Context: an optimization exercise on an open-source flow, tuned for small area, a short achievable clock period and few clock cycles per item. The choices shown serve that exercise and are no tape-out recipe.
The RTL was checked by simulation tests, not by an equivalence proof against the original design.

## flow/design.v (module list and top-level ports; edited modules follow where they fit)
// module dotproduct: 1546 lines
module dotproduct (
    input  logic         clk_i,
    input  logic         rst_ni,
    input  logic         start_i,
    input  logic [7:0]   nnz_i,
    input  logic [31:0]  a0_i, a1_i, a2_i, a3_i, a4_i,
                         a5_i, a6_i, a7_i, a8_i, a9_i,
    input  logic [31:0]  b0_i, b1_i, b2_i, b3_i, b4_i,
                         b5_i, b6_i, b7_i, b8_i, b9_i,
    input  logic [31:0]  c_i,
    output logic [63:0]  result_o,
    output logic         busy_o,
    output logic         result_valid_o,
    output logic [31:0]  cycle_count_o
);
  // ...
==> flow/flow/run.sh <==
#!/bin/bash
set -o pipefail
export BUFFER_PORTS_ARGS="-buffer_cell sky130_fd_sc_hd__buf_1"
bash standard.sh SETUP_SLACK_MARGIN=8 finish > standard.log 2>&1
==> flow/standard.sh <==
#!/bin/bash
# synth_recipe.tcl (not shown) runs the flow's synth.tcl, then flattens the netlist and writes it again
# the make line also repeats each setting of config.mk as NAME=value (left out here)
make -C /OpenROAD-flow-scripts/flow DESIGN_CONFIG=/design/flow/config.mk WORK_HOME=/design/flow/orfs CLKGATE_MAP_FILE= SYNTH_SCRIPT=/design/flow/synth_recipe.tcl "${@:-finish}"
==> flow/config.mk <==
export PLATFORM = sky130hd
export DESIGN_NAME = dotproduct
export DESIGN_NICKNAME = dotproduct
export VERILOG_FILES = /design/flow/design.v
export SDC_FILE = /design/flow/constraint.sdc
export NUM_CORES = 4
export LEC_CHECK = 0
export ABC_AREA = 1
export CAP_MARGIN = 20
export CORE_MARGIN = 2
export CORE_UTILIZATION = 40
export SLEW_MARGIN = 20
==> flow/constraint.sdc <==
create_clock -name core_clock -period 15.0 [get_ports {clk_i}]
set_input_delay 3.0000 -clock core_clock [delete_from_list [all_inputs] [get_ports {clk_i}]]
set_output_delay 3.0000 -clock core_clock [all_outputs]
set_load 0.01 [all_outputs]
==> impl_metrics.yaml, run 1 <==
critical_path:
  crit_end: "acc[56]"
  criticalPathCategory: "flop to flop"
  r2r-start: "btwo[0]"
  cp-start-kind: "flop"
  path_delay_family: "adder cells"
routing:
  wl_per_cell_um: 28.4
  dr_wl_met3_mm: 20.3
die:
  die-area_um2: 67300
cts:
  cts.repair.resized: 0
sta:
  period_share: 0.448
  final.setup.tns_ps: 0
  timing.slew.headroom: 0.0813
cells_and_area:
  stdcell_area_um2: 30100
  nMultiInputCombCells: 2989
  syn2layout_area_growth_pct: 15.1
  nets: 5546
  seq_cell_count: 134
run_status:
  status: "timing/DRC/antenna clean"
placed_design:
  hpwl_mm: 124
synth:
  ys.flop_type: "dfxtp_1"
  synth_top_family_by_area: "simple AND/OR/NAND/NOR gates"
  syn-instance-count: 3905
  synth_top_area_frac: 0.186
run:
  cap_viol_max_count: 0
Testbench counts, summed over its fixed seeds: cycles 18,851, items 2,400.
==> run 2: changes to the inputs <==
==> flow/flow/run.sh (replaced) <==
#!/bin/bash
set -o pipefail
export BUFFER_PORTS_ARGS="-buffer_cell sky130_fd_sc_hd__buf_1"
bash standard.sh SETUP_SLACK_MARGIN=9.5 finish > standard.log 2>&1
==> impl_metrics.yaml, run 2 <==
critical_path:
  cp-start-kind: "flop"
  regToRegSetupSlack_ps: 8990
  worstSetupEndpointType: "flop"
  r2r_cells: 24
  crit_arrival_ps: 6380
  critical_path_required_ps: 15370
  r2r_end: "acc[51]"
  r2r-start: "M[7]"
  criticalPathCategory: "flop to flop"
  worstPathMaxFanout: 5
synth:
  yosys.area_share.simple: 0.239
  synth.most_common_cell: "nand2_1"
  ys.flop_type: "dfxtp_1"
  synth-compound-area-share: 0.185
  synth_warnings: 1
  synthXorXnorAreaFrac: 0.0983
  yosys_register_bits: 134
  synthMuxAreaShare: 0.00575
  yosys-top-cells-count: "nand2_1 (916), inv_1 (534), nor2_1 (287)"
  synth.area.top_cells: "fa_1 (19%), nand2_1 (13%), xor2_1 (9.5%), dfxtp_1 (9.4%), inv_1 (7.7%)"
  synth_seq_area_share: 0.105
  synth_top_family_by_area: "simple AND/OR/NAND/NOR gates"
  synthArstFlopShare: 0.0896
  synthesis.area_um2: 26100
  synthDistinctLibCells: 56
  synth_area_per_cell_um2: 6.69
  synth_top_area_frac: 0.186
  yosysTopAreaCell: "fa_1"
  synthAdderAreaFrac: 0.238
  synth_edf_count: 0
  syn-instance-count: 3905
cts:
  cts_max_level: 4
  cts-buffers-inserted: 17
  cts_tree: "built"
  path_clk_slew_ps: 70
  clock_path_buffers: 2
  root_buffer: "clkbuf_16"
  clock_latency_ps: 510
  cts.sinks: 134
die:
  rows: 93
  core_area_um2: 64500
  boundaryPins: 781
  die-area_um2: 67300
  fp.dieH_um: 259
  die_x_um: 259
  initial_core_util: 0.405
sta:
  finalSetupViolCount: 0
  setup_ws_ps: 8990
  clock-skew-final_ps: 23.7
  holdWs_ps: 499
  fmax_mhz: 167
  worst_slew_pin_slew_ps: 1240
  final.setup.tns_ps: 0
  fin_crit_ps: 6010
  period_share: 0.400
  rsz0062_at_grt: "yes"
  slew_viol_final: 0
  hold_viol: 0
  timing.slew.headroom: 0.175
global_routing:
  grt_start_max_net_pins: 77
  grt_usage: 0.458
  gr-total-overflow: 0
  grt_pass1_vias: 31200
  grt_pass1_wl_mm: 219
  antenna_found_initial: 28
cells_and_area:
  final_cell_mix: "nand2_1 (859), buf_1 (752), inv_1 (450)"
  syn2layout_area_growth_pct: 33.5
  stdcell_area_um2: 34900
  reg_top3: "acc (64), M (32)"
  largest_reg_flops: 64
  postLayoutCoreUtil: 0.541
  nets: 5738
  instances_no_fill: 5586
  layout_commonest_cell: "nand2_1"
  max_flop_register: "acc"
  layout-drive-gt1-share: 0.182
  nFillCells: 6529
routing:
  dr.pass1.iters: 6
  drt.antenna.violating_nets: 0
  drt-total-wl_mm: 159
  vias_per_cell: 5.86
  drt-initial-drc-count: 3988
  drc: 0
  via_count: 32700
  wl_per_cell_um: 28.5
hold_path:
  hp-start: "cnt_q[3]"
  holdPathEnd: "cnt_q[3]"
  min_delay_path_depth: 2
  min_path_type: "flop to flop"
placed_design:
  post-place-ws_ps: 7920
  gp_congestion: 1.09
  hpwl_mm: 126
  place_inst: 5334
  numPortBuffers: 752
  place_area_um2: 29300
run:
  cap_viol_max_count: 0
run_status:
  status: "timing/DRC/antenna clean"
==> run 2: how the worst max path moves through the flow <==
stage / start / end / slack, ps / depth (start not counted)
2_1_floorplan: bneg[4] / acc[51] / 9490 / 25
3_3_place_gp: bneg[4] / acc[61] / 7720 / 25
3_5_place_dp: bneg[4] / acc[61] / 7920 / 25
4_1_cts: bone[0] / acc[53] / 9110 / 28
5_1_grt: btwo[3] / acc[61] / 8820 / 28
6_report: M[7] / acc[51] / 8990 / 24
==> run 2: cells by family after synthesis <==
| group | after synthesis |
|---|---|
| buf+inv | 809 |
| simple gates | 1506 |
| xor+xnor | 293 |
| mux | 15 |
| compound gates | 795 |
| fa+ha+maj | 352 |
| other cells | 1 |
| flops | 134 |
==> run 2: final cells by class <==
type / instances / area [um^2] / share of cell area
multi-input cells: 2989 / 22600 / 0.649
repair buffers: 1005 / 5460 / 0.157
flip-flops and latches: 134 / 2790 / 0.0800
inverters: 551 / 2230 / 0.0639
well taps: 855 / 1070 / 0.0307
clock buffers: 18 / 429 / 0.0123
clock inverters: 14 / 190 / 0.00546
repair inverters: 5 / 37.5 / 0.00108
diodes: 15 / 37.5 / 0.00108
==> run 2: critical path: stages, from the launching register on <==
cell and delay, ps:
dfxtp_2 400, clkinvlp_4 210, o22ai_1 270, xor2_1 240, fa_1 450, fa_1 590
inv_1 70, fa_1 490, inv_1 50, fa_1 520, nand2_1 150, nand2_2 140
fa_1 450, ha_4 300, a21oi_4 140, inv_2 80, a31oi_4 180, o21a_1 150
inv_2 50, a21oi_4 170, nand3_4 140, a31o_4 250, or2_2 260, nand3_1 70
nand2_1 50
==> run 2: repair_timing <==
item	CTS	global route
cloned	6	3
endpoints found under the setup margin	96	73
gates resized for setup	455	300
setup buffers	139	56
pin swaps	113	125
hold buffers	0	0
==> run 2: metal layers <==
layer | up-vias | wire length (um) | track usage
li1 | 14300 | - | -
met1 | 15800 | 60700 | 0.576
met2 | 2208 | 66200 | 0.666
met3 | 450 | 21500 | 0.175
met4 | 16 | 10800 | 0.260
met5 | - | 97 | 0
==> run 3: changes to the inputs <==
==> flow/run.sh (new file) <==
#!/bin/bash
# synth_recipe.tcl (not shown) runs the flow's synth.tcl, then flattens the netlist and writes it again
# the make line also repeats each setting of config.mk as NAME=value (left out here)
make -C /OpenROAD-flow-scripts/flow DESIGN_CONFIG=/design/flow/config.mk WORK_HOME=/design/flow/orfs CLKGATE_MAP_FILE= SYNTH_SCRIPT=/design/flow/synth_recipe.tcl finish
removed: flow/flow/run.sh
removed: flow/standard.sh
==> impl_metrics.yaml, run 3 <==
run_status:
  status: "timing/DRC/antenna clean"
sta:
  hold_viol: 0
  fin_crit_ps: 6900
  fmax_mhz: 145
  finalSetupViolCount: 0
  setup_ws_ps: 8100
  period_share: 0.460
  worst_slew_pin_slew_ps: 1220
  final.setup.tns_ps: 0
  clock-skew-final_ps: 25.7
  timing.slew.headroom: 0.185
  slew_viol_final: 0
  rsz0062_at_grt: "no"
cts:
  root_buffer: "clkbuf_16"
  clock_latency_ps: 510
  post_cts_buffers: 0
  cts.repair.resized: 0
  cts_tree: "built"
  ctsHoldBuffers: 0
  cts_max_level: 4
  cts.sinks: 134
  path_clk_slew_ps: 70
  cts-buffers-inserted: 17
  clock_path_buffers: 2
global_routing:
  gr-total-overflow: 0
  grt_start_max_net_pins: 108
  grt_pass1_wl_mm: 212
  antenna_found_initial: 31
  grt_pass1_vias: 30500
  grt_usage: 0.438
cells_and_area:
  max_flop_register: "acc"
  layout_commonest_cell: "nand2_1"
  largest_reg_flops: 64
  nFillCells: 6559
  syn2layout_area_growth_pct: 32.7
  final_cell_mix: "nand2_1 (916), clkdlybuf4s50_1 (752), inv_1 (531)"
  layout-drive-gt1-share: 0.0386
  reg_top3: "acc (64), M (32)"
  nets: 5536
critical_path:
  r2r_end: "acc[56]"
  path_delay_family: "adder cells"
  critical_path_required_ps: 15430
  cpPeakStageDelay_ps: 700
  worstPathCellList: "buf_4, clkinv_1, xor2_1, fa_1, fa_1, inv_1, fa_1, nand2_1, nand2_1, fa_1, ha_1, nand2_1, nor2_1, inv_1, nor2_1, inv_1, nor4_1, nand3_1, nand3_1, a21o_1, a21oi_1, nand2_1, nand2_1, o21ai_0"
  regToRegSetupSlack_ps: 8100
  r2r-start: "bneg[4]"
  r2r_cells: 24
  crit_arrival_ps: 7330
  criticalPathCategory: "flop to flop"
  worstPathMaxFanout: 30
  worstSetupEndpointType: "flop"
  crit_cells: 24
  worst_path_most_repeated_cell: "nand2_1"
  crit_buf_inv: 5
  crit_slowest_cell: "xor2_1"
  crit_end: "acc[56]"
  cp-start-kind: "flop"
  crit_start: "bneg[4]"
routing:
  drt-initial-drc-count: 3896
  drc: 0
  vias_per_cell: 5.75
  drt.antenna.violating_nets: 0
  dr.pass1.iters: 6
  drt-total-wl_mm: 150
  wl_per_cell_um: 27.8
  via_count: 31000
synth:
  synth.area.top_cells: "fa_1 (19%), nand2_1 (13%), xor2_1 (9.5%), dfxtp_1 (9.4%), inv_1 (7.7%)"
  synth_seq_area_share: 0.105
  synthesis.area_um2: 26100
  yosysTopAreaCell: "fa_1"
  synth_edf_count: 0
  synth_top_area_frac: 0.186
  synthArstFlopShare: 0.0896
  syn-instance-count: 3905
  synthDistinctLibCells: 56
  yosys-top-cells-count: "nand2_1 (916), inv_1 (534), nor2_1 (287)"
  ys.flop_type: "dfxtp_1"
  synth.most_common_cell: "nand2_1"
  synth_area_per_cell_um2: 6.69
  synth_warnings: 1
  yosys_register_bits: 134
die:
  fp.dieH_um: 259
  die_x_um: 259
  rows: 93
  boundaryPins: 781
  core_area_um2: 64500
  initial_core_util: 0.405
  die-area_um2: 67300
placed_design:
  post-place-ws_ps: 8140
  numPortBuffers: 752
  hpwl_mm: 122
  gp_congestion: 1.06
hold_path:
  min_path_type: "flop to flop"
run:
  cap_viol_max_count: 0
-- run 3: cell counts after synthesis --
Identical to the previous run, type by type.
-- run 3: worst min-delay path by stage --
| stage | slack, ps | cells after the start | to | startpoint |
|---|---|---|---|---|
| global placement | 460 | 2 | cnt_q[2] | cnt_q[2] |
| global route | 520 | 2 | cnt_q[1] | cnt_q[1] |
| detailed placement | 470 | 2 | cnt_q[2] | cnt_q[2] |
| finish | 490 | 2 | cnt_q[2] | cnt_q[2] |
| floorplan | 350 | 0 | sh | ch |
| CTS | 490 | 2 | cnt_q[2] | cnt_q[2] |
-- run 3: layout make-up --
class | instances | area [um^2] | share of cell area
tap | 855 | 1070 | 0.0309
inverter | 551 | 2070 | 0.0598
multi-input combinational | 2989 | 20200 | 0.582
clock buffer | 19 | 433 | 0.0125
timing repair buffer | 808 | 7960 | 0.230
sequential | 134 | 2750 | 0.0792
clock inverter | 12 | 155 | 0.00448
antenna | 19 | 47.5 | 0.00137
-- run 3: worst register-to-register path, cell delays in order, from the launching register on --
cell and delay [ps]:
dfxtp_1 320, buf_4 510, clkinv_1 430, xor2_1 710, fa_1 570, fa_1 520, inv_1 50, fa_1 560
nand2_1 170, nand2_1 180, fa_1 430, ha_1 390, nand2_1 110, nor2_1 170, inv_1 100, nor2_1 110
inv_1 70, nor4_1 420, nand3_1 200, nand3_1 260, a21o_1 190, a21oi_1 90, nand2_1 70, nand2_1 40
o21ai_0 150
-- run 3: cells by family after synthesis --
group	share of synthesized area
AOI/OAI and AO/OA	0.185
xor gates and xnor gates	0.0983
adders and majority gates	0.238
buffers and inverters	0.128
DFF	0.105
muxes	0.00575
other	0.000144
and+or+nand+nor	0.239
-- run 3: per-layer routing --
metal  vias up  part of all wire  global-route usage
li1      13900                 -                   -
met1     14800              0.39               0.547
met2      1933              0.42               0.648
met3       347              0.13               0.165
met4        20             0.061               0.240
met5         -           0.00080                   0
-- run 3: per-stage QoR --
| step | utilization | cell area (um^2) | hold WS [ps] | cells |
|---|---|---|---|---|
| global route | 0.538 | 34700 | 518 | 5386 |
| finish | 0.538 | 34700 | 495 | 5387 |
| global placement | 0.527 | 34000 | 458 | 5334 |
| CTS | 0.536 | 34600 | 494 | 5367 |
| detailed placement | 0.527 | 34000 | 470 | 5336 |
| floorplan | - | 26200 | 345 | 3932 |

==> static timing again, ports no longer ideal <==
Ports are ideal in the flow. The routed layouts listed here were re-timed in OpenROAD. Step 1: set_driving_cell puts a clkbuf_16 on clk_i and a buf_2 on each other input, an assumption about the parent block. Step 2 moves the port delays by t, midway between the first and last clock arrival at a register: inputs arrive t later, outputs are due t later. That takes back most of the time a late clock gives input paths. a / b / c = ideal ports / drivers / drivers and shift; a / b = the first two.
run	shift t [ns]	setup WS [ns]	hold WS [ns]
run 1	0.552	8.285 / 8.285 / 8.285	0.483 / 0.483 / 0.483
run 2	0.550	8.995 / 8.995 / 8.995	0.499 / 0.499 / 0.499
run 3	0.560	8.100 / 8.100 / 8.100	0.495 / 0.495 / 0.495
After both steps every run listed still meets setup and hold.
